Context: an optimization exercise on an open-source flow, tuned for small area. The choices shown serve that exercise and are no tape-out recipe.
Where RTL was checked, it was by simulation tests only, not by an equivalence proof against the original.
The RTL of runs 2 to 4 was laid out without a check of its function.
No run shown here takes its clock network from TritonCTS; it comes from the design's own scripts or RTL.
The clock input has no modelled driver; a real chip could not lean on it and would need a root buffer or a full tree.
Power is estimated from default activity; no workload was simulated.

--- flow/run.sh ---
#!/bin/bash
# Own layout flow: the standard synthesis (standard.sh synth), then an area-oriented
# re-mapping of the combinational logic only (every register instance kept with its name
# and cell type), then the standard ORFS steps from floorplan to finish, with buf_1 port
# buffers and a small clock tree. Each tool writes its own log in this folder.
set -euo pipefail
source flow/params.sh
WORK=$PWD
RES=$WORK/orfs/results/$FLOW_PLATFORM/top_time_clock/base
export REMAP_LIB=$FLOW_HOME/platforms/$FLOW_PLATFORM/lib/sky130_fd_sc_hd__tt_025C_1v80.lib
export FLOW_TOP

bash standard.sh synth > 1_synth_standard.log 2>&1
cp $RES/1_2_yosys.v $WORK/synth_standard.v

best=""; best_area=""
input=$WORK/synth_standard.v
for round in 1 2 3; do
  for s in flow/abc_*.script; do
    n=r${round}_$(basename $s .script)
    ( export REMAP_IN=$input REMAP_OUT=$WORK/remap_$n.v REMAP_SCRIPT=$WORK/$s
      timeout 900 yosys -c flow/remap.tcl > remap_$n.log 2>&1 || true ) &
    while (( $(jobs -r | wc -l) >= ${NUM_CORES:-4} )); do sleep 1; done
  done
  wait
  for s in flow/abc_*.script; do
    n=r${round}_$(basename $s .script)
    f=$WORK/remap_$n.v
    [[ -f $f.stat && -f $f ]] || continue
    a=$(awk '/Chip area/ {print $NF}' $f.stat)
    echo "$n $a" >> remap_areas.log
    if [[ -z "$best" ]] || awk "BEGIN{exit !($a < $best_area)}"; then best=$f; best_area=$a; fi
  done
  [[ -n "$best" ]] && input=$best
done
echo "best: $best $best_area" >> remap_areas.log
if [[ -n "$best" ]]; then
  cp $best $RES/1_2_yosys.v
  touch $RES/1_2_yosys.v
fi

bash standard.sh finish \
  "BUFFER_PORTS_ARGS=-buffer_cell sky130_fd_sc_hd__buf_1" \
  "CTS_ARGS=$CTS_ARGS" \
  "PRE_CTS_TCL=$PRE_CTS_TCL" \
  "PRE_GLOBAL_PLACE_TCL=$PRE_GLOBAL_PLACE_TCL" \
  > 2_finish_standard.log 2>&1
--- flow/abc_j1.script ---
strash
&get -n
&deepsyn -J 400 -T 240 -S 11
&put
dch -f
amap -m
--- flow/abc_j10.script ---
strash
&get -n
&deepsyn -J 400 -T 240 -S 110
&put
dch -f
amap -m
--- flow/abc_j11.script ---
strash
&get -n
&deepsyn -J 400 -T 240 -S 121
&put
dch -f
amap -m
--- flow/abc_j12.script ---
strash
&get -n
&deepsyn -J 400 -T 240 -S 132
&put
dch -f
amap -m
--- flow/abc_j13.script ---
strash
&get -n
&deepsyn -J 400 -T 240 -S 42
&put
dch -f
amap -m
--- flow/abc_j14.script ---
strash
&get -n
&deepsyn -J 400 -T 240 -S 53
&put
dch -f
amap -m
--- flow/abc_j15.script ---
strash
&get -n
&deepsyn -J 400 -T 240 -S 64
&put
dch -f
amap -m
--- flow/abc_j16.script ---
strash
&get -n
&deepsyn -J 400 -T 240 -S 75
&put
dch -f
amap -m
--- flow/abc_j2.script ---
strash
&get -n
&deepsyn -J 400 -T 240 -S 22
&put
dch -f
amap -m
--- flow/abc_j3.script ---
strash
&get -n
&deepsyn -J 400 -T 240 -S 33
&put
dch -f
amap -m
--- flow/abc_j4.script ---
strash
&get -n
&deepsyn -J 400 -T 240 -S 44
&put
dch -f
amap -m
--- flow/abc_j5.script ---
strash
&get -n
&deepsyn -J 400 -T 240 -S 55
&put
dch -f
amap -m
--- flow/abc_j6.script ---
strash
&get -n
&deepsyn -J 400 -T 240 -S 66
&put
dch -f
amap -m
--- flow/abc_j7.script ---
strash
&get -n
&deepsyn -J 400 -T 240 -S 77
&put
dch -f
amap -m
--- flow/abc_j8.script ---
strash
&get -n
&deepsyn -J 400 -T 240 -S 88
&put
dch -f
amap -m
--- flow/abc_j9.script ---
strash
&get -n
&deepsyn -J 400 -T 240 -S 99
&put
dch -f
amap -m
--- flow/cts_single.tcl ---
# PRE_CTS hook: build the clock tree by hand and skip TritonCTS. The register clock pins
# are split into CLOCK_BUF_COUNT groups by x position; each group gets one clock buffer
# at its centre, and every buffer is driven straight from the clock port (one level of
# buffers, so all registers see the same clock arrival).
set block [ord::get_db_block]
set db [ord::get_db]
set master [$db findMaster $::env(CLOCK_BUF_CELL)]
set nbuf $::env(CLOCK_BUF_COUNT)
set clknet [[$block findBTerm $::env(CLOCK_PORT_NAME)] getNet]
set sinks {}
foreach it [$clknet getITerms] {
  set loc [[$it getInst] getLocation]
  lappend sinks [list [lindex $loc 0] [lindex $loc 1] $it]
}
set sinks [lsort -integer -index 0 $sinks]
set n [llength $sinks]
for {set b 0} {$b < $nbuf} {incr b} {
  set lo [expr {($b * $n) / $nbuf}]
  set hi [expr {(($b + 1) * $n) / $nbuf - 1}]
  set net [odb::dbNet_create $block clknet_$b]
  $net setSigType CLOCK
  set inst [odb::dbInst_create $block $master clkbuf_$b]
  set sx 0; set sy 0; set k 0
  foreach s [lrange $sinks $lo $hi] {
    lassign $s x y it
    set sx [expr {$sx + $x}]; set sy [expr {$sy + $y}]; incr k
    $it disconnect
    $it connect $net
  }
  [$inst findITerm A] connect $clknet
  [$inst findITerm X] connect $net
  $inst setLocation [expr {$sx / $k}] [expr {$sy / $k}]
  $inst setPlacementStatus PLACED
  puts "clock buffer clkbuf_$b ($::env(CLOCK_BUF_CELL)) drives $k clock pins"
}
rename clock_tree_synthesis orig_clock_tree_synthesis
proc clock_tree_synthesis { args } { puts "clock_tree_synthesis skipped: clock buffers built by hand" }
--- flow/params.sh ---
CTS_ARGS="-sink_clustering_enable -repair_clock_nets -buf_list sky130_fd_sc_hd__clkbuf_4 -dont_use_dummy_load"
# one hand-made clock buffer instead of TritonCTS (empty PRE_CTS_TCL keeps TritonCTS)
PRE_CTS_TCL=$PWD/flow/cts_single.tcl
export CLOCK_BUF_CELL=sky130_fd_sc_hd__clkbuf_8
export CLOCK_BUF_COUNT=2
export CLOCK_PORT_NAME=i_clk
# upsize the reset-net inverter before placement (empty PRE_GLOBAL_PLACE_TCL skips it)
PRE_GLOBAL_PLACE_TCL=$PWD/flow/reset_drv.tcl
export RESET_DRIVER_CELL=sky130_fd_sc_hd__inv_4
--- flow/remap.tcl ---
# Re-map the combinational logic of the standard synthesis netlist for area.
# Registers are kept as they are (instances, names and cell types).
yosys -import
set lib $::env(REMAP_LIB)
set du {}
foreach c {*probe* *lpflow* *clkdly* *dlygate* *dlymetal* *_16 *_12 *clkbuf* *clkinv* *bufbuf* *bufinv*} {
  lappend du -dont_use $c
}
read_liberty -ignore_miss_func $lib
read_verilog $::env(REMAP_IN)
hierarchy -top $::env(FLOW_TOP)
setattr -mod -set keep_hierarchy 1 sky130_fd_sc_hd__df*
flatten
setattr -mod -set blackbox 1 sky130_fd_sc_hd__df*
hierarchy -top $::env(FLOW_TOP)
yosys rename -hide w:*.*
opt_clean -purge
abc -liberty $lib {*}$du -script $::env(REMAP_SCRIPT)
opt_clean -purge
splitnets
opt_clean -purge
hilomap -singleton -hicell sky130_fd_sc_hd__conb_1 HI -locell sky130_fd_sc_hd__conb_1 LO
insbuf -buf sky130_fd_sc_hd__buf_1 A X
opt_clean -purge
tee -o $::env(REMAP_OUT).stat stat -liberty $lib
write_verilog -noattr -noexpr -nohex -nodec $::env(REMAP_OUT)
--- flow/reset_drv.tcl ---
# PRE_GLOBAL_PLACE hook: the inverter that drives the registers' RESET_B pins is upsized
# (same function), so that repair_design need not add a buffer on that net.
set block [ord::get_db_block]
set db [ord::get_db]
set done {}
foreach inst [$block getInsts] {
  set it [$inst findITerm RESET_B]
  if {$it == "NULL" || $it == ""} { continue }
  set net [$it getNet]
  if {$net == "NULL"} { continue }
  foreach d [$net getITerms] {
    if {![$d isOutputSignal]} { continue }
    set drv [$d getInst]
    if {[lsearch $done [$drv getName]] >= 0} { continue }
    if {[[$drv getMaster] getName] eq "sky130_fd_sc_hd__inv_1"} {
      $drv swapMaster [$db findMaster $::env(RESET_DRIVER_CELL)]
      puts "reset driver [$drv getName] resized to $::env(RESET_DRIVER_CELL)"
    }
    lappend done [$drv getName]
  }
}
--- standard.sh ---
#!/bin/bash
# synth_recipe.tcl (not shown) runs the flow's synth.tcl, then flattens the netlist and writes it again
# the make line also repeats each setting of config.mk as NAME=value (left out here)
make -C /OpenROAD-flow-scripts/flow DESIGN_CONFIG=/design/flow/config.mk WORK_HOME=/design/flow/orfs CLKGATE_MAP_FILE= SYNTH_SCRIPT=/design/flow/synth_recipe.tcl "${@:-finish}"
--- config.mk ---
export PLATFORM = sky130hd
export DESIGN_NAME = top_time_clock
export DESIGN_NICKNAME = top_time_clock
export VERILOG_FILES = /design/flow/design.v
export SDC_FILE = /design/flow/constraint.sdc
export NUM_CORES = 4
export LEC_CHECK = 0
export CAP_MARGIN = 20
export CORE_MARGIN = 2
export CORE_UTILIZATION = 40
export SLEW_MARGIN = 20
--- constraint.sdc ---
create_clock -name core_clock -period 12.0 [get_ports {i_clk}]
set_input_delay 2.4000 -clock core_clock [delete_from_list [all_inputs] [get_ports {i_clk}]]
set_output_delay 2.4000 -clock core_clock [all_outputs]
set_load 0.01 [all_outputs]
--- design.v ---
`timescale 1ns / 1ps
module top_time_clock(
    input i_clk, i_reset, i_mode, i_onOff,
    input i_inc_hour, i_inc_min, i_clr_sec,
    output [7:0] o_font,
    output [3:0] o_digit
    );
    reg [2:0] r_q; reg r_t;         
    reg [2:0] r_s;                  
    reg [3:0] r_u;                  
    reg [3:0] r_cu, r_ct;           
    reg [5:0] r_sec, r_min;
    reg [4:0] r_hour;
    wire w = r_q[2] & ~r_q[1];
    wire tick = w & ~r_t;
    wire u9 = r_u[3] & r_u[0];
    wire cu9 = r_cu[3] & r_cu[0];
    wire ct9 = r_ct[3] & r_ct[0];
    wire s59 = r_sec[5] & r_sec[4] & r_sec[3] & r_sec[1] & r_sec[0];
    wire m59 = r_min[5] & r_min[4] & r_min[3] & r_min[1] & r_min[0];
    wire h23 = r_hour[4] & r_hour[2] & r_hour[1] & r_hour[0];
    wire cu_inc = tick & u9;
    wire ct_inc = cu_inc & cu9;
    wire s_inc = ct_inc & ct9;
    wire m_carry = s_inc & s59;
    wire m_inc = i_inc_min | m_carry;
    wire h_inc = i_inc_hour | (m_carry & m59);
    always @(posedge i_clk or posedge i_reset) begin
        if (i_reset) begin
            r_q <= 0; r_t <= 0; r_s <= 0; r_u <= 0; r_cu <= 0; r_ct <= 0;
            r_sec <= 0; r_min <= 0; r_hour <= 0;
        end else begin
            r_q <= {r_q[1:0], ~(r_q[1] | r_q[2])};
            if (w) r_t <= ~r_t;
            if (tick) r_s <= r_s + 3'd1;
            if (i_clr_sec) begin
                r_u <= 0; r_cu <= 0; r_ct <= 0; r_sec <= 0;
            end else begin
                if (tick) r_u <= u9 ? 4'd0 : r_u + 4'd1;
                if (cu_inc) r_cu <= cu9 ? 4'd0 : r_cu + 4'd1;
                if (ct_inc) r_ct <= ct9 ? 4'd0 : r_ct + 4'd1;
                if (s_inc) r_sec <= s59 ? 6'd0 : r_sec + 6'd1;
            end
            if (m_inc) r_min <= m59 ? 6'd0 : r_min + 6'd1;
            if (h_inc) r_hour <= h23 ? 5'd0 : r_hour + 5'd1;
        end
    end
    assign o_digit = ~(4'b0001 << r_s[1:0]);
    reg [5:0] x;
    always @(*) begin
        case ({i_mode, r_s[1]})
            2'b00: x = r_min;
            2'b01: x = {1'b0, r_hour};
            default: x = r_sec;
        endcase
    end
    function [3:0] a3; input [3:0] v; a3 = (v >= 4'd5) ? v + 4'd3 : v; endfunction
    wire [3:0] dd_a = a3({1'b0, x[5:3]});
    wire [3:0] dd_b = a3({dd_a[2:0], x[2]});
    wire [3:0] dd_c = a3({dd_b[2:0], x[1]});
    wire [3:0] ones = {dd_c[2:0], x[0]};
    wire [3:0] tens = {1'b0, dd_a[3], dd_b[3], dd_c[3]};
    wire [3:0] digit = (i_mode & ~r_s[1]) ? (r_s[0] ? r_ct : r_cu) : (r_s[0] ? tens : ones);
    reg [6:0] seg;
    always @(*) begin
        case (digit)
            4'd0: seg = 7'h40;
            4'd1: seg = 7'h79;
            4'd2: seg = 7'h24;
            4'd3: seg = 7'h30;
            4'd4: seg = 7'h19;
            4'd5: seg = 7'h12;
            4'd6: seg = 7'h02;
            4'd7: seg = 7'h78;
            4'd8: seg = 7'h00;
            default: seg = 7'h10;
        endcase
    end
    wire blank = i_onOff | r_s[2];
    assign o_font[6:0] = blank ? 7'h7f : seg;
    assign o_font[7] = ~(~i_onOff & (r_s == 3'd6) & (r_ct[3] | (r_ct[2] & (r_ct[1] | r_ct[0]))));
endmodule
==> impl_metrics.tcl, run 1 <==
set metrics [dict create \
    status "complete, no violations" \
    holdPathEnd "r_q[1]" \
    crit_path_top_delay_cell "a222oi_1" \
    cellPowerDensity_nw_per_um2 143 \
    power_frac_seq_pct 54.2 \
    ff2ff_setup_slack_ns 8.74 \
    hp-start "r_q[0]" \
    drt-total-wl_mm 3.70 \
    grt_pass1_wl_mm 6.37 \
    rr_worst_depth 17 \
    fillers 432 \
    cp_max_fo 8 \
    post-route-min-period_ns 7.82 \
    setup_ws_ns 4.18 \
    ant_nets 0 \
    setup_violations 0 \
    hpwl_mm 2.89 \
    die_h_um 71.2 \
    critPathCaptureType "output pin" \
    grtUsageTotal_pct 15.1 \
    ys_warn_count 1 \
    ios 19 \
    core_um2 4350 \
    vias 1541 \
    vdd_drop_max_uv 89.7 \
    worst_pin_slew_ns 0.557 \
    maxCapViolations 0 \
    drt_iter0_markers 93 \
    area_delta_synth_final_pct 9.00 \
    syn_area_per_cell_um2 8.21 \
    std_cell_rows 24 \
    post_drt_wl_per_cell_um 12.7 \
    gp_congestion 0.867 \
    hold_buffers 0 \
    switching_share_pct 34.4 \
    die_x_um 71.2 \
    fin_nets 249 \
    drive_above_1_share_pct 1.25 \
    start_kind "input pin" \
    drt_first_pass_iters 5 \
    power_frac_clock_pct 16.7 \
    multi_input_area_um2 831 \
    critPathMaxStageDelay_ns 0.41 \
    max_freq_mhz 128 \
    viasPerCell 5.28 \
    path_clk_slew_ns 0.10 \
    cts_setup_buffers 0 \
    register_area_um2 901 \
    leakage_nw 0.864 \
    grt_pass1_vias 1387 \
    fin_skew_ns 0.0114 \
    r2r_start "r_q[1]" \
    cp_num_buf_inv 3 \
    clk_latency_ns 0.17 \
    cp.required_ns 9.60 \
    syn_nets 227 \
    antenna_found_initial 0 \
    min_period_over_period_pct 65.2 \
    finalHoldViolations 0 \
    p_switching_uw 96.8 \
    die-area_um2 5070 \
    path_class "input pin to output pin" \
    hp-class "flop to flop" \
    start_util_pct 41.5 \
    r2r-end "r_min[5]" \
    tns_ns 0 \
    syn_inst 220 \
    path_cells "buf_1 -> nor2_1 -> a222oi_1 -> inv_1 -> nand2_1 -> nor2_1 -> nor2b_1 -> o21ai_0 -> or3_1 -> o2111ai_1 -> o21bai_1 -> nand2_1 -> nand3b_1 -> o21a_1 -> a21boi_0 -> buf_1" \
    intPower_uw 184 \
    slew_violations 0 \
    portBuffers 18 \
    timing.slew.headroom_pct 62.8 \
    syn_area_um2 1810 \
    rsz0062_at_grt "no" \
    dp_slack_ns 4.22 \
    min_path_cells 0 \
    antenna_cells 0 \
    p_comb_share_pct 29.1 \
    grt_max_degree 37 \
    cp_top_family "compound AO/OA/AOI/OAI gates" \
    drcViolationCount 0 \
    gr-total-overflow 0 \
    ctsResizeCount 0 \
    cp.arrival_ns 5.42 \
]
[how the worst max path moves through the flow]
| stage | startpoint | end | slack (ns) | depth (start not counted) |
|---|---|---|---|---|
| final | i_mode | o_font[0] | 4.18 | 16 |
| after CTS | i_mode | o_font[0] | 4.21 | 16 |
| after floorplan | i_mode | o_font[0] | 4.62 | 15 |
| after global placement | i_mode | o_font[0] | 4.29 | 16 |
| after global routing | i_mode | o_font[0] | 3.69 | 16 |
| after detailed placement | i_mode | o_font[0] | 4.22 | 16 |
[per-stage QoR]
stage | hold WS [ns] | util, % | area (um^2) | std cells | power (mW)
6_report | 0.363 | 45.2 | 1970 | 292 | 0.281
5_1_grt | 0.370 | 45.2 | 1970 | 292 | 0.303
4_1_cts | 0.340 | 45.2 | 1970 | 292 | 0.270
3_5_place_dp | 0.341 | 44.6 | 1940 | 290 | 0.236
3_3_place_gp | 0.337 | 44.6 | 1940 | 290 | 0.234
2_1_floorplan | 0.331 | - | 1810 | 220 | 0.216
[power groups by stage]
stage | Sequential (mW) | Clock [mW] | Combinational [mW]
after floorplan | 0.149 | 0 | 0.0670
after global placement | 0.154 | 0 | 0.0801
after detailed placement | 0.155 | 0 | 0.0817
after CTS | 0.155 | 0.0334 | 0.0822
after global routing | 0.155 | 0.0529 | 0.0950
final | 0.152 | 0.0470 | 0.0819
[cell usage in the layout, fill, tap and decap left out, types with 5 or more instances in the layout]
cell and instances:
dfrtp_1 36, inv_1 19, a31oi_1 5, nor3_1 10, and2_0 5, o21ai_0 10
and3_1 8, a21oi_1 7, nor2_1 57, a211oi_1 5, buf_1 18, nand2_1 22
[flip-flops by register name, indices dropped and copies added (netlist names)]
register  flops
r_ct          4
r_q           3
r_t           1
r_sec         6
r_min         6
r_hour        5
r_cu          4
r_u           4
r_s           3
[routing by layer]
layer	track usage (%)	vias to the layer above	wire [um]
met4	2.94	0	87
met1	22.2	694	1890
li1	-	806	-
met2	24.7	31	1570
met5	0	-	0
met3	1.14	10	157
[area by class of cell]
class / instances / share of cell area (%)
inverter: 20 / 3.94
sequential: 36 / 45.7
multi-input combinational: 164 / 42.2
tap: 52 / 3.30
buffer: 2 / 1.40
timing repair buffer: 18 / 3.43
==> run 2: changes to the inputs <==
--- a/design.v
+++ b/design.v
@@ -11,3 +11,4 @@
     reg [3:0] r_cu, r_ct;           
-    reg [5:0] r_sec, r_min;
+    reg [5:0] r_sec;
+    reg [3:0] r_mu; reg [2:0] r_mt;   
     reg [4:0] r_hour;
@@ -19,3 +20,4 @@
     wire s59 = r_sec[5] & r_sec[4] & r_sec[3] & r_sec[1] & r_sec[0];
-    wire m59 = r_min[5] & r_min[4] & r_min[3] & r_min[1] & r_min[0];
+    wire mu9 = r_mu[3] & r_mu[0];
+    wire mt5 = r_mt[2] & r_mt[0];
     wire h23 = r_hour[4] & r_hour[2] & r_hour[1] & r_hour[0];
@@ -26,3 +28,4 @@
     wire m_inc = i_inc_min | m_carry;
-    wire h_inc = i_inc_hour | (m_carry & m59);
+    wire mt_inc = m_inc & mu9;
+    wire h_inc = i_inc_hour | (m_carry & mu9 & mt5);
     always @(posedge i_clk or posedge i_reset) begin
@@ -30,3 +33,3 @@
             r_q <= 0; r_t <= 0; r_s <= 0; r_u <= 0; r_cu <= 0; r_ct <= 0;
-            r_sec <= 0; r_min <= 0; r_hour <= 0;
+            r_sec <= 0; r_mu <= 0; r_mt <= 0; r_hour <= 0;
         end else begin
@@ -43,3 +46,4 @@
             end
-            if (m_inc) r_min <= m59 ? 6'd0 : r_min + 6'd1;
+            if (m_inc) r_mu <= mu9 ? 4'd0 : r_mu + 4'd1;
+            if (mt_inc) r_mt <= mt5 ? 3'd0 : r_mt + 3'd1;
             if (h_inc) r_hour <= h23 ? 5'd0 : r_hour + 5'd1;
@@ -48,10 +52,3 @@
     assign o_digit = ~(4'b0001 << r_s[1:0]);
-    reg [5:0] x;
-    always @(*) begin
-        case ({i_mode, r_s[1]})
-            2'b00: x = r_min;
-            2'b01: x = {1'b0, r_hour};
-            default: x = r_sec;
-        endcase
-    end
+    wire [5:0] x = i_mode ? r_sec : {1'b0, r_hour};
     function [3:0] a3; input [3:0] v; a3 = (v >= 4'd5) ? v + 4'd3 : v; endfunction
@@ -62,3 +59,12 @@
     wire [3:0] tens = {1'b0, dd_a[3], dd_b[3], dd_c[3]};
-    wire [3:0] digit = (i_mode & ~r_s[1]) ? (r_s[0] ? r_ct : r_cu) : (r_s[0] ? tens : ones);
+    reg [3:0] digit;
+    always @(*) begin
+        case ({i_mode, r_s[1:0]})
+            3'b000: digit = r_mu;
+            3'b001: digit = {1'b0, r_mt};
+            3'b100: digit = r_cu;
+            3'b101: digit = r_ct;
+            default: digit = r_s[0] ? tens : ones;
+        endcase
+    end
     reg [6:0] seg;
--- a/flow/run.sh
+++ b/flow/run.sh
@@ -15,21 +15,17 @@
 
+for s in flow/abc_*.script; do
+  n=$(basename $s .script)
+  ( export REMAP_IN=$WORK/synth_standard.v REMAP_OUT=$WORK/remap_$n.v REMAP_SCRIPT=$WORK/$s
+    timeout 900 yosys -c flow/remap.tcl > remap_$n.log 2>&1 || true ) &
+  while (( $(jobs -r | wc -l) >= ${NUM_CORES:-4} )); do sleep 1; done
+done
+wait
 best=""; best_area=""
-input=$WORK/synth_standard.v
-for round in 1 2 3; do
-  for s in flow/abc_*.script; do
-    n=r${round}_$(basename $s .script)
-    ( export REMAP_IN=$input REMAP_OUT=$WORK/remap_$n.v REMAP_SCRIPT=$WORK/$s
-      timeout 900 yosys -c flow/remap.tcl > remap_$n.log 2>&1 || true ) &
-    while (( $(jobs -r | wc -l) >= ${NUM_CORES:-4} )); do sleep 1; done
-  done
-  wait
-  for s in flow/abc_*.script; do
-    n=r${round}_$(basename $s .script)
-    f=$WORK/remap_$n.v
-    [[ -f $f.stat && -f $f ]] || continue
-    a=$(awk '/Chip area/ {print $NF}' $f.stat)
-    echo "$n $a" >> remap_areas.log
-    if [[ -z "$best" ]] || awk "BEGIN{exit !($a < $best_area)}"; then best=$f; best_area=$a; fi
-  done
-  [[ -n "$best" ]] && input=$best
+for s in flow/abc_*.script; do
+  n=$(basename $s .script)
+  f=$WORK/remap_$n.v
+  [[ -f $f.stat && -f $f ]] || continue
+  a=$(awk '/Chip area/ {print $NF}' $f.stat)
+  echo "$n $a" >> remap_areas.log
+  if [[ -z "$best" ]] || awk "BEGIN{exit !($a < $best_area)}"; then best=$f; best_area=$a; fi
 done
@@ -45,3 +41,2 @@
   "PRE_CTS_TCL=$PRE_CTS_TCL" \
-  "PRE_GLOBAL_PLACE_TCL=$PRE_GLOBAL_PLACE_TCL" \
   > 2_finish_standard.log 2>&1
--- a/flow/params.sh
+++ b/flow/params.sh
@@ -6,4 +6 @@
 export CLOCK_PORT_NAME=i_clk
-# upsize the reset-net inverter before placement (empty PRE_GLOBAL_PLACE_TCL skips it)
-PRE_GLOBAL_PLACE_TCL=$PWD/flow/reset_drv.tcl
-export RESET_DRIVER_CELL=sky130_fd_sc_hd__inv_4
removed: flow/abc_j13.script
removed: flow/abc_j14.script
removed: flow/abc_j15.script
removed: flow/abc_j16.script
removed: flow/reset_drv.tcl
==> run 2 against run 1 <==
  * Synthesized area up 3.5%
  * Clock skew down 0.0028 ns
  * Die area up 3.3%
  * Final cell count up 4.5%
  * Sequential power about the same
  * Still clean on timing, DRC and antenna
  * Worst setup slack better by 0.34 ns
  * Hold slack worse by 0.0012 ns
  * Clock power up 2%
  * First-iteration DRC count unchanged
==> impl_metrics.tcl, run 2 <==
set metrics [dict create \
    die_h_um 72.4 \
    min_path_cells 0 \
    vdd_drop_max_uv 54.4 \
    register_area_um2 926 \
    drt-total-wl_mm 3.90 \
    power_uw 266 \
    whs_ns 0.362 \
    r2r-end "r_hour[3]" \
    cp.arrival_ns 5.08 \
    hpwl_mm 3.00 \
    grt_max_degree 38 \
    timing.slew.headroom_pct 52.0 \
    critPathMaxStageDelay_ns 0.38 \
    drcViolationCount 0 \
    cp.required_ns 9.60 \
    finalHoldViolations 0 \
    cp_max_fo 14 \
    syn_nets 239 \
    viasPerCell 5.20 \
    maxCapViolations 0 \
    fin_skew_ns 0.00860 \
    leakage_nw 0.918 \
    grt_pass1_wl_mm 6.75 \
    ys_warn_count 1 \
    vias 1587 \
    status "complete, no violations" \
    critPathCaptureType "output pin" \
    cts_setup_buffers 0 \
    std_cell_rows 24 \
    ios 19 \
    path_clk_slew_ns 0.12 \
    setup_violations 0 \
    worst_pin_slew_ns 0.713 \
    path_class "input pin to output pin" \
    syn_area_um2 1870 \
    portBuffers 18 \
    start_kind "input pin" \
    grt_pass1_vias 1477 \
    grtUsageTotal_pct 15.6 \
    fillers 464 \
    crit_path_top_delay_cell "buf_1" \
    core_um2 4440 \
    holdPathEnd "r_q[1]" \
    hp-start "r_q[0]" \
    die-area_um2 5240 \
    area_delta_synth_final_pct 8.96 \
    tns_ns 0 \
    rr_worst_depth 14 \
    min_period_over_period_pct 62.3 \
    fin_nets 262 \
    die_x_um 72.4 \
    cellPowerDensity_nw_per_um2 130 \
    start_util_pct 42.1 \
    slew_violations 0 \
    drive_above_1_share_pct 1.19 \
    ff2ff_setup_slack_ns 8.60 \
    syn_inst 232 \
    gp_congestion 0.875 \
    drt_iter0_markers 93 \
    gr-total-overflow 0 \
    ant_nets 0 \
    post-route-min-period_ns 7.48 \
    ctsResizeCount 0 \
    final_common_cell "nor2_1" \
    antenna_found_initial 0 \
    drt_first_pass_iters 4 \
    top_regs "r_sec (6), r_hour (5)" \
    hp-class "flop to flop" \
    largest_reg_flops 6 \
    hold_buffers 0 \
    final_cell_mix "nor2_1, dfrtp_1, inv_1" \
    max_freq_mhz 134 \
    syn_area_per_cell_um2 8.06 \
    rsz0062_at_grt "no" \
    r2r_start "r_q[1]" \
    clk_latency_ns 0.17 \
    path_cells "buf_1 -> inv_1 -> o22ai_1 -> inv_1 -> nor2_1 -> a21oi_1 -> o221ai_1 -> nor2_1 -> a21oi_1 -> a21oi_1 -> nor2b_1 -> o31ai_1 -> o21bai_1 -> buf_1" \
    antenna_cells 0 \
    multi_input_area_um2 832 \
    cpMostUsedCell "a21oi_1" \
    post_drt_wl_per_cell_um 12.8 \
    regMostFlops "r_sec" \
]
[run 2: worst max path at each step]
stage | slack, ns | from | to | cells past startpoint
2_1_floorplan | 5.25 | i_mode | o_font[3] | 11
3_3_place_gp | 4.63 | i_mode | o_font[3] | 14
3_5_place_dp | 4.55 | i_mode | o_font[3] | 14
4_1_cts | 4.54 | i_mode | o_font[3] | 14
5_1_grt | 4.15 | i_mode | o_font[3] | 14
6_report | 4.52 | i_mode | o_font[3] | 14
[run 2: layer usage]
metal | vias up | part of all wire, % | global-route usage, %
li1 | 841 | - | -
met1 | 718 | 52 | 23.3
met2 | 23 | 44 | 25.5
met3 | 5 | 3.1 | 1.25
met4 | 0 | 1.5 | 2.06
met5 | - | 0 | 0
[run 2: cell type report]
| cell class | instances | area share [%] |
|---|---|---|
| Buffer | 2 | 1.35 |
| Inverter | 30 | 5.52 |
| Tap cell | 52 | 3.19 |
| Multi-Input combinational cell | 165 | 40.8 |
| Sequential cell | 37 | 45.4 |
| Timing Repair Buffer | 19 | 3.68 |
[run 2: through the flow]
stage / std cells / instance area [um^2] / util [%] / setup WS (ns)
2_1_floorplan: 232 / 1870 / - / 5.25
3_3_place_gp: 303 / 2010 / 45.2 / 4.63
3_5_place_dp: 303 / 2010 / 45.2 / 4.55
4_1_cts: 305 / 2040 / 45.9 / 4.54
5_1_grt: 305 / 2040 / 45.9 / 4.15
6_report: 305 / 2040 / 45.9 / 4.52
[run 2: report_power, final]
part,switching [mW],internal [mW]
Clock,0.0325,0.0156
Combinational,0.0386,0.0242
Sequential,0.0131,0.142
[run 2: worst max-delay path: cells and delay by family]
family                 cells  cell delay (ns)
AO/OA/AOI/OAI              7             1.37
AND/OR/NAND/NOR            3             0.45
buffers and inverters      4             0.86
==> run 3: changes to the inputs <==
--- a/design.v
+++ b/design.v
@@ -11,4 +11,4 @@
     reg [3:0] r_cu, r_ct;           
-    reg [5:0] r_sec;
-    reg [3:0] r_mu; reg [2:0] r_mt;   
+    reg [3:0] r_su; reg [2:0] r_st;  
+    reg [5:0] r_min;
     reg [4:0] r_hour;
@@ -19,5 +19,5 @@
     wire ct9 = r_ct[3] & r_ct[0];
-    wire s59 = r_sec[5] & r_sec[4] & r_sec[3] & r_sec[1] & r_sec[0];
-    wire mu9 = r_mu[3] & r_mu[0];
-    wire mt5 = r_mt[2] & r_mt[0];
+    wire su9 = r_su[3] & r_su[0];
+    wire st5 = r_st[2] & r_st[0];
+    wire m59 = r_min[5] & r_min[4] & r_min[3] & r_min[1] & r_min[0];
     wire h23 = r_hour[4] & r_hour[2] & r_hour[1] & r_hour[0];
@@ -26,6 +26,6 @@
     wire s_inc = ct_inc & ct9;
-    wire m_carry = s_inc & s59;
+    wire st_inc = s_inc & su9;
+    wire m_carry = st_inc & st5;
     wire m_inc = i_inc_min | m_carry;
-    wire mt_inc = m_inc & mu9;
-    wire h_inc = i_inc_hour | (m_carry & mu9 & mt5);
+    wire h_inc = i_inc_hour | (m_carry & m59);
     always @(posedge i_clk or posedge i_reset) begin
@@ -33,3 +33,3 @@
             r_q <= 0; r_t <= 0; r_s <= 0; r_u <= 0; r_cu <= 0; r_ct <= 0;
-            r_sec <= 0; r_mu <= 0; r_mt <= 0; r_hour <= 0;
+            r_su <= 0; r_st <= 0; r_min <= 0; r_hour <= 0;
         end else begin
@@ -39,3 +39,3 @@
             if (i_clr_sec) begin
-                r_u <= 0; r_cu <= 0; r_ct <= 0; r_sec <= 0;
+                r_u <= 0; r_cu <= 0; r_ct <= 0; r_su <= 0; r_st <= 0;
             end else begin
@@ -44,6 +44,6 @@
                 if (ct_inc) r_ct <= ct9 ? 4'd0 : r_ct + 4'd1;
-                if (s_inc) r_sec <= s59 ? 6'd0 : r_sec + 6'd1;
+                if (s_inc) r_su <= su9 ? 4'd0 : r_su + 4'd1;
+                if (st_inc) r_st <= st5 ? 3'd0 : r_st + 3'd1;
             end
-            if (m_inc) r_mu <= mu9 ? 4'd0 : r_mu + 4'd1;
-            if (mt_inc) r_mt <= mt5 ? 3'd0 : r_mt + 3'd1;
+            if (m_inc) r_min <= m59 ? 6'd0 : r_min + 6'd1;
             if (h_inc) r_hour <= h23 ? 5'd0 : r_hour + 5'd1;
@@ -52,3 +52,3 @@
     assign o_digit = ~(4'b0001 << r_s[1:0]);
-    wire [5:0] x = i_mode ? r_sec : {1'b0, r_hour};
+    wire [5:0] x = r_s[1] ? {1'b0, r_hour} : r_min;
     function [3:0] a3; input [3:0] v; a3 = (v >= 4'd5) ? v + 4'd3 : v; endfunction
@@ -62,6 +62,6 @@
         case ({i_mode, r_s[1:0]})
-            3'b000: digit = r_mu;
-            3'b001: digit = {1'b0, r_mt};
             3'b100: digit = r_cu;
             3'b101: digit = r_ct;
+            3'b110: digit = r_su;
+            3'b111: digit = {1'b0, r_st};
             default: digit = r_s[0] ? tens : ones;
==> flow/abc_k1.script (new file) <==
strash
&get -n
&deepsyn -J 400 -T 240 -S 5
&put
dch -f
map -a
removed: flow/abc_j10.script
removed: flow/abc_j11.script
removed: flow/abc_j12.script
removed: flow/abc_j9.script
==> run 3 against run 2 <==
  * Clock power barely moved
  * Worst setup slack improved by 0.85 ns
  * Synthesized cell count fell by 0.43%
  * Flip-flop and latch count did not move
  * Via count fell by 0.19%
  * Core utilization rose by 0.26 points
  * Die area fell by 0.12%
  * Fmax rose by 13%
  * Critical path type unchanged
==> impl_metrics.tcl, run 3 <==
set metrics [dict create \
    status "complete, no violations" \
    top_regs "r_min (6), r_hour (5)" \
    drt-total-wl_mm 3.72 \
    path_clk_slew_ns 0.10 \
    hold_buffers 0 \
    area_delta_synth_final_pct 8.98 \
    cpMostUsedCell "nor2_1" \
    grt_pass1_wl_mm 6.47 \
    gp_congestion 0.815 \
    syn_nets 238 \
    cp_top_family "compound AO/OA/AOI/OAI gates" \
    vias 1584 \
    r2r_start "r_q[1]" \
    cp.arrival_ns 4.23 \
    hp-start "r_q[0]" \
    rr_worst_depth 18 \
    final_area_um2 2040 \
    worst_pin_slew_ns 0.471 \
    critPathMaxStageDelay_ns 0.37 \
    die-area_um2 5230 \
    grt_pass1_vias 1442 \
    drt_iter0_markers 113 \
    whs_ns 0.360 \
    vdd_drop_max_uv 67.5 \
    start_kind "input pin" \
    min_path_cells 0 \
    dp.cells 302 \
    cp_max_fo 7 \
    clk_latency_ns 0.17 \
    viasPerCell 5.21 \
    gr-total-overflow 0 \
    grt_max_degree 38 \
    cellPowerDensity_nw_per_um2 143 \
    rsz0062_at_grt "no" \
    timing.slew.headroom_pct 68.6 \
    cts_setup_buffers 0 \
    start_util_pct 42.3 \
    drive_above_1_share_pct 1.19 \
    antenna_cells 0 \
    fin_skew_ns 0.0157 \
    drcViolationCount 0 \
    grtUsageTotal_pct 14.9 \
    crit_path_top_delay_cell "a211oi_1" \
    drt_first_pass_iters 4 \
    post_drt_wl_per_cell_um 12.2 \
    die_h_um 72.3 \
    critPathCaptureType "output pin" \
    final_cell_mix "nor2_1, dfrtp_1, inv_1" \
    slew_violations 0 \
    min_period_over_period_pct 55.3 \
    syn_area_um2 1870 \
    crit_cells 12 \
    ctsResizeCount 0 \
    final_common_cell "nor2_1" \
    tns_ns 0 \
    cp.required_ns 9.60 \
    path_class "input pin to output pin" \
    fin_cells 304 \
    std_cell_rows 24 \
    ys_warn_count 1 \
    setup_violations 0 \
    syn_area_per_cell_um2 8.09 \
    cp_num_buf_inv 3 \
    fin_nets 261 \
    antenna_found_initial 0 \
    regMostFlops "r_min" \
    leakage_nw 0.918 \
    hpwl_mm 2.83 \
    portBuffers 18 \
    finalHoldViolations 0 \
    largest_reg_flops 6 \
    core_um2 4410 \
    placed_area_um2 2010 \
    max_freq_mhz 151 \
    post-route-min-period_ns 6.63 \
    path_cells "buf_1 -> nor2_1 -> o21ai_0 -> nor2_1 -> a211oi_1 -> o21ai_0 -> inv_1 -> nor2_1 -> o211ai_1 -> o21a_1 -> o21a_1 -> buf_1" \
    maxCapViolations 0 \
    die_x_um 72.3 \
    ant_nets 0 \
    syn_inst 231 \
    power_uw 290 \
    hp-class "flop to flop" \
    ios 19 \
    cp-startpoint "i_mode" \
]
run 3: worst paths after layout:
check | end | slack (ns)
max | o_font[0] | 5.37
min | r_q[1] | 0.36
max reg2reg | r_min[5] | 8.73
min reg2reg | r_q[1] | 0.36
max in group asynchronous | r_u[2] | 9.37
min in group asynchronous | r_min[4] | 2.27
run 3: cell type report:
type	count	area, um^2
Fill cell	426	2380
Sequential cell	37	926
Multi-Input combinational cell	170	852
Inverter	24	90.1
Timing Repair Buffer	19	75.1
Tap cell	52	65.1
Buffer	2	27.5
run 3: worst reg2reg max path, stage by stage, from the launching register on:
cell and delay (ns):
dfrtp_1 0.41, nor2b_1 0.14, nand2_1 0.13, inv_1 0.11
and3_1 0.20, and3_1 0.19, and2_0 0.24, and3_1 0.24
and2_0 0.20, nand2_1 0.10, nor2_1 0.16, or2_0 0.15
and2_0 0.20, nand2_1 0.12, nor2_1 0.17, o21ai_0 0.17
nor2_1 0.15, nor2_1 0.05, nor2_1 0.08
run 3: per-layer routing:
| metal | global-route usage, % | vias up | share of wire, % |
|---|---|---|---|
| met5 | 0 | - | 0 |
| met4 | 2.52 | 0 | 2.1 |
| met3 | 0.972 | 7 | 5.6 |
| met2 | 23.9 | 41 | 41 |
| met1 | 22.6 | 708 | 52 |
| li1 | - | 828 | - |
run 3: power by group:
part           switching [mW]  leakage, nW  internal, mW  total (mW)
combinational          0.0539        0.436        0.0333      0.0872
clock                  0.0325       0.0144        0.0156      0.0482
sequential             0.0147        0.468         0.140       0.155
total                   0.101        0.918         0.189       0.290
run 3: metrics by stage:
stage,util (%),setup WS (ns)
after detailed placement,45.5,5.40
after floorplan,-,5.67
after global placement,45.5,5.44
after global routing,46.1,5.08
final,46.1,5.37
after CTS,46.1,5.37
==> run 4: changes to the inputs <==
--- a/design.v
+++ b/design.v
@@ -13,3 +13,3 @@
     reg [5:0] r_min;
-    reg [4:0] r_hour;
+    reg [3:0] r_hu; reg [1:0] r_ht;   
     wire w = r_q[2] & ~r_q[1];
@@ -22,3 +22,4 @@
     wire m59 = r_min[5] & r_min[4] & r_min[3] & r_min[1] & r_min[0];
-    wire h23 = r_hour[4] & r_hour[2] & r_hour[1] & r_hour[0];
+    wire hu9 = r_hu[3] & r_hu[0];
+    wire h23 = r_ht[1] & r_hu[1] & r_hu[0];
     wire cu_inc = tick & u9;
@@ -33,3 +34,3 @@
             r_q <= 0; r_t <= 0; r_s <= 0; r_u <= 0; r_cu <= 0; r_ct <= 0;
-            r_su <= 0; r_st <= 0; r_min <= 0; r_hour <= 0;
+            r_su <= 0; r_st <= 0; r_min <= 0; r_hu <= 0; r_ht <= 0;
         end else begin
@@ -48,3 +49,11 @@
             if (m_inc) r_min <= m59 ? 6'd0 : r_min + 6'd1;
-            if (h_inc) r_hour <= h23 ? 5'd0 : r_hour + 5'd1;
+            if (h_inc) begin
+                if (h23) begin
+                    r_hu <= 0; r_ht <= 0;
+                end else if (hu9) begin
+                    r_hu <= 0; r_ht <= r_ht + 2'd1;
+                end else begin
+                    r_hu <= r_hu + 4'd1;
+                end
+            end
         end
@@ -52,3 +61,3 @@
     assign o_digit = ~(4'b0001 << r_s[1:0]);
-    wire [5:0] x = r_s[1] ? {1'b0, r_hour} : r_min;
+    wire [5:0] x = r_min;
     function [3:0] a3; input [3:0] v; a3 = (v >= 4'd5) ? v + 4'd3 : v; endfunction
@@ -66,2 +75,4 @@
             3'b111: digit = {1'b0, r_st};
+            3'b010: digit = r_hu;
+            3'b011: digit = {2'b00, r_ht};
             default: digit = r_s[0] ? tens : ones;
==> run 4 against run 3 <==
  * Fmax is 3.2% lower
  * Hold slack worse by 0.0034 ns
  * Synthesized area is 4.5% higher
  * Via count is 5.5% higher
  * Total power is 6.4% higher
  * Design area is 5.0% higher
  * Flip-flop and latch count is 1 higher
  * Sequential power is 3% higher
  * Clock skew is 0.0017 ns higher
  * Still clean
  * Sequential share of layout area is 1.0 points lower
  * Combinational power is 17% higher
  * Global-route usage is 0.91 points higher
  * Largest power group unchanged
==> impl_metrics.tcl, run 4 <==
set metrics [dict create \
    drt-total-wl_mm 4.00 \
    maxCapViolations 0 \
    cpMostUsedCell "o21a_1" \
    cts_setup_buffers 0 \
    syn_area_um2 1950 \
    path_clk_slew_ns 0.10 \
    setup_violations 0 \
    largest_reg_flops 6 \
    worst_pin_slew_ns 0.649 \
    die_x_um 73.9 \
    cellPowerDensity_nw_per_um2 144 \
    vdd_drop_max_uv 82.6 \
    antenna_found_initial 0 \
    critPathMaxStageDelay_ns 0.56 \
    drt_iter0_markers 101 \
    leakage_nw 0.968 \
    syn_area_per_cell_um2 7.93 \
    die_h_um 73.9 \
    finalHoldViolations 0 \
    ys_warn_count 1 \
    fin_cells 334 \
    r2r-end "r_ht[0]" \
    core_um2 4720 \
    hp-class "flop to flop" \
    dr.max_layer_used "met4" \
    route.met3.wl_um 151 \
    final_cell_mix "nor2_1, inv_1, dfrtp_1" \
    drt_first_pass_iters 4 \
    post-route-min-period_ns 6.86 \
    rsz0062_at_grt "no" \
    hpwl_mm 3.12 \
    syn_nets 253 \
    dp.cells 332 \
    wl_met2_mm 1.86 \
    gp_congestion 0.867 \
    grt_pass1_vias 1640 \
    cp_max_fo 8 \
    gr-total-overflow 0 \
    vias 1671 \
    std_cell_rows 25 \
    path_cells "buf_1 -> o21ai_0 -> o41ai_1 -> inv_1 -> o21ai_0 -> o21a_1 -> or3_1 -> o21a_1 -> o21a_1 -> buf_1" \
    regMostFlops "r_min" \
    ant_nets 0 \
    cp-startpoint "i_mode" \
    min_path_cells 0 \
    ctsResizeCount 0 \
    drive_above_1_share_pct 1.12 \
    r2r_start "r_q[1]" \
    clk_latency_ns 0.17 \
    holdPathEnd "r_q[1]" \
    antenna_cells 0 \
    cp.required_ns 9.60 \
    start_util_pct 41.3 \
    hp-start "r_q[0]" \
    grt_max_degree 39 \
    portBuffers 18 \
    syn_inst 246 \
    die-area_um2 5450 \
    status "complete, no violations" \
    grt_pass1_wl_mm 7.04 \
    tns_ns 0 \
    critPathCaptureType "output pin" \
    rr_worst_depth 17 \
    area_delta_synth_final_pct 9.55 \
    min_period_over_period_pct 57.1 \
    met1Wirelength_mm 1.97 \
    drcViolationCount 0 \
    start_kind "input pin" \
    grtUsageTotal_pct 15.8 \
    post_drt_wl_per_cell_um 12.0 \
    ff2ff_setup_slack_ns 8.75 \
    ios 19 \
    viasPerCell 5.00 \
    slew_violations 0 \
    fin_skew_ns 0.0173 \
    path_class "input pin to output pin" \
    cp.arrival_ns 4.46 \
    crit_path_top_delay_cell "o41ai_1" \
    max_freq_mhz 146 \
    final_common_cell "nor2_1" \
    fillers 465 \
    timing.slew.headroom_pct 56.2 \
    fin_nets 276 \
    hold_buffers 0 \
]
## run 4: area by class of cell
type | count | area [um^2] | area share (%)
Sequential cell | 38 | 951 | 44.5
Multi-Input combinational cell | 170 | 858 | 40.1
Inverter | 38 | 143 | 6.67
Tap cell | 67 | 83.8 | 3.92
Timing Repair Buffer | 19 | 75.1 | 3.51
Buffer | 2 | 27.5 | 1.29
## run 4: how the worst max path moves through the flow
stage                      to  cells after the start
global route        o_font[0]                     10
detailed placement  o_font[0]                     10
finish              o_font[0]                     10
floorplan           o_font[0]                      8
CTS                 o_font[0]                     10
global placement    o_font[0]                      9
## run 4: through the flow
| stage | hold WS [ns] | area, um^2 | util [%] | worst slack, ns | power [mW] |
|---|---|---|---|---|---|
| 6_report | 0.356 | 2140 | 45.3 | 5.14 | 0.309 |
| 2_1_floorplan | 0.331 | 1950 | - | 5.60 | 0.240 |
| 3_5_place_dp | 0.336 | 2110 | 44.7 | 5.16 | 0.264 |
| 4_1_cts | 0.336 | 2140 | 45.3 | 5.16 | 0.299 |
| 3_3_place_gp | 0.336 | 2110 | 44.7 | 5.31 | 0.263 |
| 5_1_grt | 0.366 | 2140 | 45.3 | 4.93 | 0.335 |
## run 4: where the power goes
part | total [mW] | internal [mW] | switching (mW) | leakage (nW)
Sequential | 0.160 | 0.145 | 0.0148 | 0.485
Clock | 0.0470 | 0.0156 | 0.0314 | 0.0144
Combinational | 0.102 | 0.0367 | 0.0654 | 0.469
## run 4: critical path: cells and delay by family
family	cells	cell delay (ns)
AOI/OAI and AO/OA	6	1.42
and+or+nand+nor	1	0.11
buffers and inverters	3	0.51
## run 4: routing by layer
metal	global-route usage, %	vias to the layer above
met5	0	-
met4	1.41	0
met3	0.823	2
met2	28.4	25
met1	21.9	773
li1	-	871
==> run 5: changes to the inputs <==
==> design.v (replaced) <==
`timescale 1ns / 1ps
module top_time_clock(
    input i_clk, i_reset, i_mode, i_onOff,
    input i_inc_hour, i_inc_min, i_clr_sec,
    output [7:0] o_font,
    output [3:0] o_digit
    );
    reg [2:0] r_q; reg r_t;
    reg [2:0] r_s;
    reg [3:0] r_u;
    reg [6:0] r_c;
    reg [5:0] r_sec, r_min;
    reg [4:0] r_hour;
    wire w = r_q[2] & ~r_q[1];
    wire tick = w & ~r_t;
    wire u9 = r_u[3] & r_u[0];
    wire c99 = r_c[6] & r_c[5] & r_c[1] & r_c[0];
    wire s59 = r_sec[5] & r_sec[4] & r_sec[3] & r_sec[1] & r_sec[0];
    wire m59 = r_min[5] & r_min[4] & r_min[3] & r_min[1] & r_min[0];
    wire h23 = r_hour[4] & r_hour[2] & r_hour[1] & r_hour[0];
    wire c_inc = tick & u9;
    wire s_inc = c_inc & c99;
    wire m_carry = s_inc & s59;
    wire m_inc = i_inc_min | m_carry;
    wire h_inc = i_inc_hour | (m_carry & m59);
    always @(posedge i_clk or posedge i_reset) begin
        if (i_reset) begin
            r_q <= 0; r_t <= 0; r_s <= 0; r_u <= 0; r_c <= 0; r_sec <= 0; r_min <= 0; r_hour <= 0;
        end else begin
            r_q <= {r_q[1:0], ~(r_q[1] | r_q[2])};
            if (w) r_t <= ~r_t;
            if (tick) r_s <= r_s + 3'd1;
            if (i_clr_sec) begin
                r_u <= 0; r_c <= 0; r_sec <= 0;
            end else begin
                if (tick) r_u <= u9 ? 4'd0 : r_u + 4'd1;
                if (c_inc) r_c <= c99 ? 7'd0 : r_c + 7'd1;
                if (s_inc) r_sec <= s59 ? 6'd0 : r_sec + 6'd1;
            end
            if (m_inc) r_min <= m59 ? 6'd0 : r_min + 6'd1;
            if (h_inc) r_hour <= h23 ? 5'd0 : r_hour + 5'd1;
        end
    end
    assign o_digit = ~(4'b0001 << r_s[1:0]);
    reg [6:0] x;
    always @(*) begin
        case ({i_mode, r_s[1]})
            2'b00: x = {1'b0, r_min};
            2'b01: x = {2'b0, r_hour};
            2'b10: x = r_c;
            default: x = {1'b0, r_sec};
        endcase
    end
    reg [3:0] tens, ones;
    always @(*) begin
        case (x)
            7'd0: tens = 4'd0;
            7'd1: tens = 4'd0;
            7'd2: tens = 4'd0;
            7'd3: tens = 4'd0;
            7'd4: tens = 4'd0;
            7'd5: tens = 4'd0;
            7'd6: tens = 4'd0;
            7'd7: tens = 4'd0;
            7'd8: tens = 4'd0;
            7'd9: tens = 4'd0;
            7'd10: tens = 4'd1;
            7'd11: tens = 4'd1;
            7'd12: tens = 4'd1;
            7'd13: tens = 4'd1;
            7'd14: tens = 4'd1;
            7'd15: tens = 4'd1;
            7'd16: tens = 4'd1;
            7'd17: tens = 4'd1;
            7'd18: tens = 4'd1;
            7'd19: tens = 4'd1;
            7'd20: tens = 4'd2;
            7'd21: tens = 4'd2;
            7'd22: tens = 4'd2;
            7'd23: tens = 4'd2;
            7'd24: tens = 4'd2;
            7'd25: tens = 4'd2;
            7'd26: tens = 4'd2;
            7'd27: tens = 4'd2;
            7'd28: tens = 4'd2;
            7'd29: tens = 4'd2;
            7'd30: tens = 4'd3;
            7'd31: tens = 4'd3;
            7'd32: tens = 4'd3;
            7'd33: tens = 4'd3;
            7'd34: tens = 4'd3;
            7'd35: tens = 4'd3;
            7'd36: tens = 4'd3;
            7'd37: tens = 4'd3;
            7'd38: tens = 4'd3;
            7'd39: tens = 4'd3;
            7'd40: tens = 4'd4;
            7'd41: tens = 4'd4;
            7'd42: tens = 4'd4;
            7'd43: tens = 4'd4;
            7'd44: tens = 4'd4;
            7'd45: tens = 4'd4;
            7'd46: tens = 4'd4;
            7'd47: tens = 4'd4;
            7'd48: tens = 4'd4;
            7'd49: tens = 4'd4;
            7'd50: tens = 4'd5;
            7'd51: tens = 4'd5;
            7'd52: tens = 4'd5;
            7'd53: tens = 4'd5;
            7'd54: tens = 4'd5;
            7'd55: tens = 4'd5;
            7'd56: tens = 4'd5;
            7'd57: tens = 4'd5;
            7'd58: tens = 4'd5;
            7'd59: tens = 4'd5;
            7'd60: tens = 4'd6;
            7'd61: tens = 4'd6;
            7'd62: tens = 4'd6;
            7'd63: tens = 4'd6;
            7'd64: tens = 4'd6;
            7'd65: tens = 4'd6;
            7'd66: tens = 4'd6;
            7'd67: tens = 4'd6;
            7'd68: tens = 4'd6;
            7'd69: tens = 4'd6;
            7'd70: tens = 4'd7;
            7'd71: tens = 4'd7;
            7'd72: tens = 4'd7;
            7'd73: tens = 4'd7;
            7'd74: tens = 4'd7;
            7'd75: tens = 4'd7;
            7'd76: tens = 4'd7;
            7'd77: tens = 4'd7;
            7'd78: tens = 4'd7;
            7'd79: tens = 4'd7;
            7'd80: tens = 4'd8;
            7'd81: tens = 4'd8;
            7'd82: tens = 4'd8;
            7'd83: tens = 4'd8;
            7'd84: tens = 4'd8;
            7'd85: tens = 4'd8;
            7'd86: tens = 4'd8;
            7'd87: tens = 4'd8;
            7'd88: tens = 4'd8;
            7'd89: tens = 4'd8;
            7'd90: tens = 4'd9;
            7'd91: tens = 4'd9;
            7'd92: tens = 4'd9;
            7'd93: tens = 4'd9;
            7'd94: tens = 4'd9;
            7'd95: tens = 4'd9;
            7'd96: tens = 4'd9;
            7'd97: tens = 4'd9;
            7'd98: tens = 4'd9;
            7'd99: tens = 4'd9;
            default: tens = 4'bx;
        endcase
        case (x)
            7'd0: ones = 4'd0;
            7'd1: ones = 4'd1;
            7'd2: ones = 4'd2;
            7'd3: ones = 4'd3;
            7'd4: ones = 4'd4;
            7'd5: ones = 4'd5;
            7'd6: ones = 4'd6;
            7'd7: ones = 4'd7;
            7'd8: ones = 4'd8;
            7'd9: ones = 4'd9;
            7'd10: ones = 4'd0;
            7'd11: ones = 4'd1;
            7'd12: ones = 4'd2;
            7'd13: ones = 4'd3;
            7'd14: ones = 4'd4;
            7'd15: ones = 4'd5;
            7'd16: ones = 4'd6;
            7'd17: ones = 4'd7;
            7'd18: ones = 4'd8;
            7'd19: ones = 4'd9;
            7'd20: ones = 4'd0;
            7'd21: ones = 4'd1;
            7'd22: ones = 4'd2;
            7'd23: ones = 4'd3;
            7'd24: ones = 4'd4;
            7'd25: ones = 4'd5;
            7'd26: ones = 4'd6;
            7'd27: ones = 4'd7;
            7'd28: ones = 4'd8;
            7'd29: ones = 4'd9;
            7'd30: ones = 4'd0;
            7'd31: ones = 4'd1;
            7'd32: ones = 4'd2;
            7'd33: ones = 4'd3;
            7'd34: ones = 4'd4;
            7'd35: ones = 4'd5;
            7'd36: ones = 4'd6;
            7'd37: ones = 4'd7;
            7'd38: ones = 4'd8;
            7'd39: ones = 4'd9;
            7'd40: ones = 4'd0;
            7'd41: ones = 4'd1;
            7'd42: ones = 4'd2;
            7'd43: ones = 4'd3;
            7'd44: ones = 4'd4;
            7'd45: ones = 4'd5;
            7'd46: ones = 4'd6;
            7'd47: ones = 4'd7;
            7'd48: ones = 4'd8;
            7'd49: ones = 4'd9;
            7'd50: ones = 4'd0;
            7'd51: ones = 4'd1;
            7'd52: ones = 4'd2;
            7'd53: ones = 4'd3;
            7'd54: ones = 4'd4;
            7'd55: ones = 4'd5;
            7'd56: ones = 4'd6;
            7'd57: ones = 4'd7;
            7'd58: ones = 4'd8;
            7'd59: ones = 4'd9;
            7'd60: ones = 4'd0;
            7'd61: ones = 4'd1;
            7'd62: ones = 4'd2;
            7'd63: ones = 4'd3;
            7'd64: ones = 4'd4;
            7'd65: ones = 4'd5;
            7'd66: ones = 4'd6;
            7'd67: ones = 4'd7;
            7'd68: ones = 4'd8;
            7'd69: ones = 4'd9;
            7'd70: ones = 4'd0;
            7'd71: ones = 4'd1;
            7'd72: ones = 4'd2;
            7'd73: ones = 4'd3;
            7'd74: ones = 4'd4;
            7'd75: ones = 4'd5;
            7'd76: ones = 4'd6;
            7'd77: ones = 4'd7;
            7'd78: ones = 4'd8;
            7'd79: ones = 4'd9;
            7'd80: ones = 4'd0;
            7'd81: ones = 4'd1;
            7'd82: ones = 4'd2;
            7'd83: ones = 4'd3;
            7'd84: ones = 4'd4;
            7'd85: ones = 4'd5;
            7'd86: ones = 4'd6;
            7'd87: ones = 4'd7;
            7'd88: ones = 4'd8;
            7'd89: ones = 4'd9;
            7'd90: ones = 4'd0;
            7'd91: ones = 4'd1;
            7'd92: ones = 4'd2;
            7'd93: ones = 4'd3;
            7'd94: ones = 4'd4;
            7'd95: ones = 4'd5;
            7'd96: ones = 4'd6;
            7'd97: ones = 4'd7;
            7'd98: ones = 4'd8;
            7'd99: ones = 4'd9;
            default: ones = 4'bx;
        endcase
    end
    wire [3:0] digit = r_s[0] ? tens : ones;
    reg [6:0] seg;
    always @(*) begin
        case (digit)
            4'd0: seg = 7'h40;
            4'd1: seg = 7'h79;
            4'd2: seg = 7'h24;
            4'd3: seg = 7'h30;
            4'd4: seg = 7'h19;
            4'd5: seg = 7'h12;
            4'd6: seg = 7'h02;
            4'd7: seg = 7'h78;
            4'd8: seg = 7'h00;
            default: seg = 7'h10;
        endcase
    end
    wire blank = i_onOff | r_s[2];
    assign o_font[6:0] = blank ? 7'h7f : seg;
    assign o_font[7] = ~(~i_onOff & (r_s == 3'd6) & (r_c >= 7'd50));
endmodule
==> flow/abc_b4.script (new file) <==
strash
&get -n
&deepsyn -T 20
&put
dch -f
amap
==> flow/abc_c1.script (new file) <==
strash
&get -n
&deepsyn -T 15 -S 1
&put
dch -f
amap -m
==> flow/abc_c2.script (new file) <==
strash
&get -n
&deepsyn -T 15 -S 2
&put
dch -f
amap -m
==> flow/abc_c3.script (new file) <==
strash
&get -n
&deepsyn -T 15 -S 3
&put
dch -f
amap -m
==> flow/abc_c4.script (new file) <==
strash
&get -n
&deepsyn -T 15 -S 28
&put
dch -f
amap -m
==> flow/abc_c5.script (new file) <==
strash
&get -n
&deepsyn -T 15 -S 35
&put
dch -f
amap -m
==> flow/abc_c6.script (new file) <==
strash
&get -n
&deepsyn -T 15 -S 42
&put
dch -f
amap -m
removed: flow/abc_j1.script
removed: flow/abc_j2.script
removed: flow/abc_j3.script
removed: flow/abc_j4.script
removed: flow/abc_j5.script
removed: flow/abc_j6.script
removed: flow/abc_j7.script
removed: flow/abc_j8.script
removed: flow/abc_k1.script
==> run 5 against run 4 <==
  * Routed wire length is 5.2% higher
  * Sequential power down 9%
  * Final cell count shrank 5.7%
  * Still clean
==> impl_metrics.tcl, run 5 <==
set metrics [dict create \
    cp_max_fo 5 \
    drcViolationCount 0 \
    syn_area_per_cell_um2 7.68 \
    min_path_cells 0 \
    critPathMaxStageDelay_ns 0.40 \
    timing.slew.headroom_pct 55.7 \
    ant_nets 0 \
    leakage_nw 0.865 \
    holdPathEnd "r_q[1]" \
    clk_latency_ns 0.17 \
    grtUsageTotal_pct 17.1 \
    critPathCaptureType "output pin" \
    std_cell_rows 24 \
    whs_ns 0.359 \
    final_cell_mix "nor2_1, dfrtp_1, inv_1" \
    grt_max_degree 36 \
    path_cells "buf_1 -> inv_1 -> nand2_1 -> o221ai_1 -> inv_1 -> nor2_1 -> nor2_1 -> nor2_1 -> a21oi_1 -> nor2_1 -> nand2_1 -> o21ai_0 -> a31oi_1 -> o21ai_0 -> o21ai_0 -> a31oi_1 -> inv_1 -> a21oi_1 -> nor2_1 -> nor2_1 -> a31oi_1 -> o21a_1 -> o21a_1 -> buf_1" \
    die-area_um2 5210 \
    ctsResizeCount 0 \
    antenna_found_initial 0 \
    tns_ns 0 \
    gr-total-overflow 0 \
    largest_reg_flops 7 \
    finalHoldViolations 0 \
    top_regs "r_c (7), r_min (6), r_sec (6)" \
    min_period_over_period_pct 70.2 \
    portBuffers 18 \
    grt_pass1_wl_mm 7.33 \
    maxCapViolations 0 \
    placed_area_um2 2000 \
    hpwl_mm 3.20 \
    hp-class "flop to flop" \
    start_util_pct 42.1 \
    regMostFlops "r_c" \
    cp-startpoint "i_mode" \
    final_area_um2 2030 \
    r2r-end "r_min[4]" \
    worst_pin_slew_ns 0.658 \
    hp-start "r_q[0]" \
    rr_worst_depth 16 \
    drt_first_pass_iters 4 \
    post_drt_wl_per_cell_um 13.4 \
    crit_path_top_delay_cell "o221ai_1" \
    post-route-min-period_ns 8.43 \
    cp_num_buf_inv 5 \
    cpMostUsedCell "nor2_1" \
    fin_nets 272 \
    cp.required_ns 9.60 \
    area_delta_synth_final_pct 9.02 \
    antenna_cells 0 \
    core_um2 4410 \
    vias 1700 \
    die_h_um 72.2 \
    ios 19 \
    drive_above_1_share_pct 1.14 \
    cp.arrival_ns 6.03 \
    cellPowerDensity_nw_per_um2 126 \
    grt_pass1_vias 1630 \
    path_class "input pin to output pin" \
    syn_nets 249 \
    die_x_um 72.2 \
    path_clk_slew_ns 0.10 \
    syn_area_um2 1860 \
    vdd_drop_max_uv 82.7 \
    rsz0062_at_grt "no" \
    status "complete, no violations" \
    setup_violations 0 \
    final_common_cell "nor2_1" \
    max_freq_mhz 119 \
    slew_violations 0 \
    gp_congestion 0.826 \
    setup_ws_ns 3.57 \
    r2r_start "r_q[1]" \
    hold_buffers 0 \
    start_kind "input pin" \
    ys_warn_count 1 \
    cp_top_family "compound AO/OA/AOI/OAI gates" \
    drt-total-wl_mm 4.21 \
    ff2ff_setup_slack_ns 8.66 \
    viasPerCell 5.40 \
    fin_skew_ns 0.0171 \
    cts_setup_buffers 0 \
    syn_inst 242 \
    drt_iter0_markers 164 \
    dp_slack_ns 3.65 \
]
==> run 5: metrics by stage <==
step	std cells	utilization (%)	total power, mW
finish	315	45.9	0.256
global route	315	45.9	0.275
CTS	315	45.9	0.245
detailed placement	313	45.3	0.212
global placement	313	45.3	0.210
floorplan	242	-	0.195
==> run 5: worst register-to-register path, cell delays in order (launching register included) <==
cell     delay, ns
dfrtp_1       0.41
nor2b_1       0.25
and3_1        0.29
nand2_1       0.11
nor2_1        0.14
inv_1         0.09
nor4_1        0.57
nand2_1       0.13
nor3_1        0.31
nor2_1        0.11
nor2_1        0.14
inv_1         0.08
nor2_1        0.18
o21a_1        0.20
nand2_1       0.10
nand2_1       0.07
o21ai_0       0.07
==> run 5: power breakdown <==
group	internal [mW]	switching, mW	total (mW)
clock network	0.0156	0.0304	0.0460
registers	0.133	0.0132	0.146
logic	0.0222	0.0415	0.0637
==> run 5: worst max path at each step <==
stage | to | slack [ns] | cells past startpoint
5_1_grt | o_font[0] | 3.06 | 24
4_1_cts | o_font[0] | 3.63 | 26
3_3_place_gp | o_font[0] | 3.74 | 24
6_report | o_font[0] | 3.57 | 24
3_5_place_dp | o_font[0] | 3.65 | 24
2_1_floorplan | o_font[0] | 4.21 | 23
==> run 5: routing by layer <==
metal	GRT usage, %	vias up	wire length, um
li1	-	874	-
met1	24.1	782	2070
met2	29.1	37	1850
met3	1.81	7	231
met4	2.73	0	58
met5	0	-	0
==> run 5: layout make-up <==
class	instances	area, um^2
Fill cell	448	2390
Buffer	2	27.5
Timing Repair Buffer	19	75.1
Tap cell	52	65.1
Inverter	34	128
Sequential cell	35	876
Multi-Input combinational cell	173	856
==> run 6: changes to the inputs <==
--- a/flow/params.sh
+++ b/flow/params.sh
@@ -3,4 +3,4 @@
 PRE_CTS_TCL=$PWD/flow/cts_single.tcl
-export CLOCK_BUF_CELL=sky130_fd_sc_hd__clkbuf_8
-export CLOCK_BUF_COUNT=2
+export CLOCK_BUF_CELL=sky130_fd_sc_hd__clkbuf_16
+export CLOCK_BUF_COUNT=1
 export CLOCK_PORT_NAME=i_clk
--- a/config.mk
+++ b/config.mk
@@ -9,3 +9,4 @@
 export CORE_MARGIN = 2
-export CORE_UTILIZATION = 40
+export CORE_UTILIZATION = 60
+export PLACE_DENSITY = 0.7
 export SLEW_MARGIN = 20
==> run 6 against run 5 <==
  * Core utilization up 21 points
  * Die area shrank 32%
  * Fmax is 3.1% higher
  * Global-route usage up 5.6 points
  * Via count decreased by 3.6%
  * Synthesized cell count fell by 3.3%
  * Clock power fell by 8.3%
  * First-iteration DRC count is 23% lower
  * Critical path type unchanged
==> impl_metrics.tcl, run 6 <==
set metrics [dict create \
    power_uw 253 \
    p_switching_uw 79.7 \
    cts_setup_buffers 0 \
    antenna_found_initial 0 \
    drt-total-wl_mm 3.73 \
    largest_reg_flops 7 \
    ant_nets 0 \
    cp_num_buf_inv 6 \
    min_path_cells 0 \
    rr_worst_depth 16 \
    post_drt_wl_per_cell_um 13.0 \
    slew_violations 0 \
    path_class "input pin to output pin" \
    area_delta_synth_final_pct 7.61 \
    cp_max_fo 6 \
    die-area_um2 3560 \
    cp.arrival_ns 5.77 \
    maxCapViolations 0 \
    final_common_cell "nor2_1" \
    leakage_nw 0.855 \
    hold_buffers 0 \
    critPathMaxStageDelay_ns 0.40 \
    gp_congestion 0.871 \
    cp_top_family "compound AO/OA/AOI/OAI gates" \
    power_frac_seq_pct 57.8 \
    start_util_pct 61.9 \
    grt_pass1_wl_mm 6.38 \
    crit_path_top_delay_cell "a31oi_1" \
    die_h_um 59.7 \
    switching_share_pct 31.5 \
    start_kind "input pin" \
    finalHoldViolations 0 \
    fin_nets 263 \
    top_regs "r_c (7), r_min (6), r_sec (6)" \
    die_x_um 59.7 \
    cp.required_ns 9.60 \
    regMostFlops "r_c" \
    final_area_um2 2000 \
    r2r_start "r_q[1]" \
    hp-start "r_q[0]" \
    status "complete, no violations" \
    p_comb_share_pct 25.5 \
    antenna_cells 0 \
    path_cells "buf_1 -> inv_1 -> nand2_1 -> o22ai_1 -> a31oi_1 -> nor2b_1 -> nor2_1 -> inv_1 -> nor2_1 -> o221a_1 -> a31oi_1 -> a222oi_1 -> inv_1 -> nor2_1 -> inv_1 -> a21oi_1 -> a21oi_1 -> nor2_1 -> a31oi_1 -> o21a_1 -> a21boi_0 -> buf_1" \
    fin_cells 287 \
    timing.slew.headroom_pct 61.4 \
    drive_above_1_share_pct 0.787 \
    hpwl_mm 3.00 \
    syn_area_um2 1860 \
    intPower_uw 173 \
    drt_iter0_markers 127 \
    power_frac_clock_pct 16.7 \
    syn_nets 241 \
    grt_pass1_vias 1485 \
    rsz0062_at_grt "no" \
    ctsResizeCount 0 \
    ios 19 \
    vdd_drop_max_uv 124 \
    core_um2 3000 \
    syn_area_per_cell_um2 7.94 \
    syn_inst 234 \
    path_clk_slew_ns 0.12 \
    critPathCaptureType "output pin" \
    hp-class "flop to flop" \
    ff2ff_setup_slack_ns 8.37 \
    viasPerCell 5.71 \
    worst_pin_slew_ns 0.573 \
    min_period_over_period_pct 68.1 \
    portBuffers 18 \
    setup_violations 0 \
    grtUsageTotal_pct 22.7 \
]
run 6: changes by cell type in the layout (fill, tap and decap cells not counted), moves of 2 or more:
| cell | previous run | this run |
|---|---|---|
| or2_0 | 1 | 3 |
| nand2_1 | 24 | 21 |
| nor2_1 | 59 | 53 |
| a31oi_1 | 5 | 7 |
| o21ai_0 | 18 | 13 |
| o221ai_1 | 2 | 4 |
| a21oi_1 | 16 | 12 |
| clkbuf_8 | 2 | 0 |
| a211oi_1 | 7 | 4 |
run 6: worst reg2reg max path: stages, from the launching register on:
cell and delay, ns:
dfrtp_1 0.42, nor2b_1 0.14, nand2_1 0.15, inv_1 0.14, nand2_1 0.07, nor3_1 0.30, nand2_1 0.18, nor4_1 0.53
nand2_1 0.12, nor3_1 0.47, a21oi_1 0.18, nor2_1 0.19, and2_0 0.24, nand2_1 0.11, nor2_1 0.14, nor2_1 0.05
a31oi_1 0.14
run 6: how the worst max path moves through the flow:
stage / start / cells past startpoint / slack (ns) / to
final: i_mode / 22 / 3.83 / o_font[0]
after global routing: i_mode / 21 / 3.43 / o_font[0]
after CTS: i_mode / 22 / 3.87 / o_font[0]
after detailed placement: i_mode / 22 / 3.89 / o_font[0]
after global placement: i_mode / 22 / 3.93 / o_font[0]
after floorplan: i_mode / 19 / 4.43 / o_font[0]
run 6: power by group through the flow:
stage	registers, mW	clock network [mW]	logic [mW]
finish	0.146	0.0422	0.0644
global route	0.148	0.0483	0.0741
CTS	0.149	0.0329	0.0641
detailed placement	0.149	0	0.0638
global placement	0.149	0	0.0631
floorplan	0.144	0	0.0515
run 6: per-layer routing:
layer	track usage, %	vias up	part of all wire (%)
met1	33.8	764	48
met2	38.4	20	47
met5	0	-	0
met4	2.86	0	1.4
li1	-	851	-
met3	0.649	4	2.7
run 6: through the flow:
step / worst slack [ns] / hold WS, ns
finish: 3.83 / 0.368
global route: 3.43 / 0.395
CTS: 3.87 / 0.346
detailed placement: 3.89 / 0.336
global placement: 3.93 / 0.340
floorplan: 4.43 / 0.331
run 6: final cells by class:
cell class,instances,area [um^2],area share (%)
repair buffers,19,75.1,3.75
well taps,33,41.3,2.07
inverters,34,128,6.38
multi-input cells,165,855,42.7
flip-flops and latches,35,876,43.8
plain buffers,1,25.0,1.25

Check on run 6: ideal ports give 3.829 ns setup slack; a clkbuf_16 on the clock port and buf_2 on the inputs give 3.807 ns; moving port delays by the midpoint clock arrival (0.200 ns) as well gives 3.807 ns.
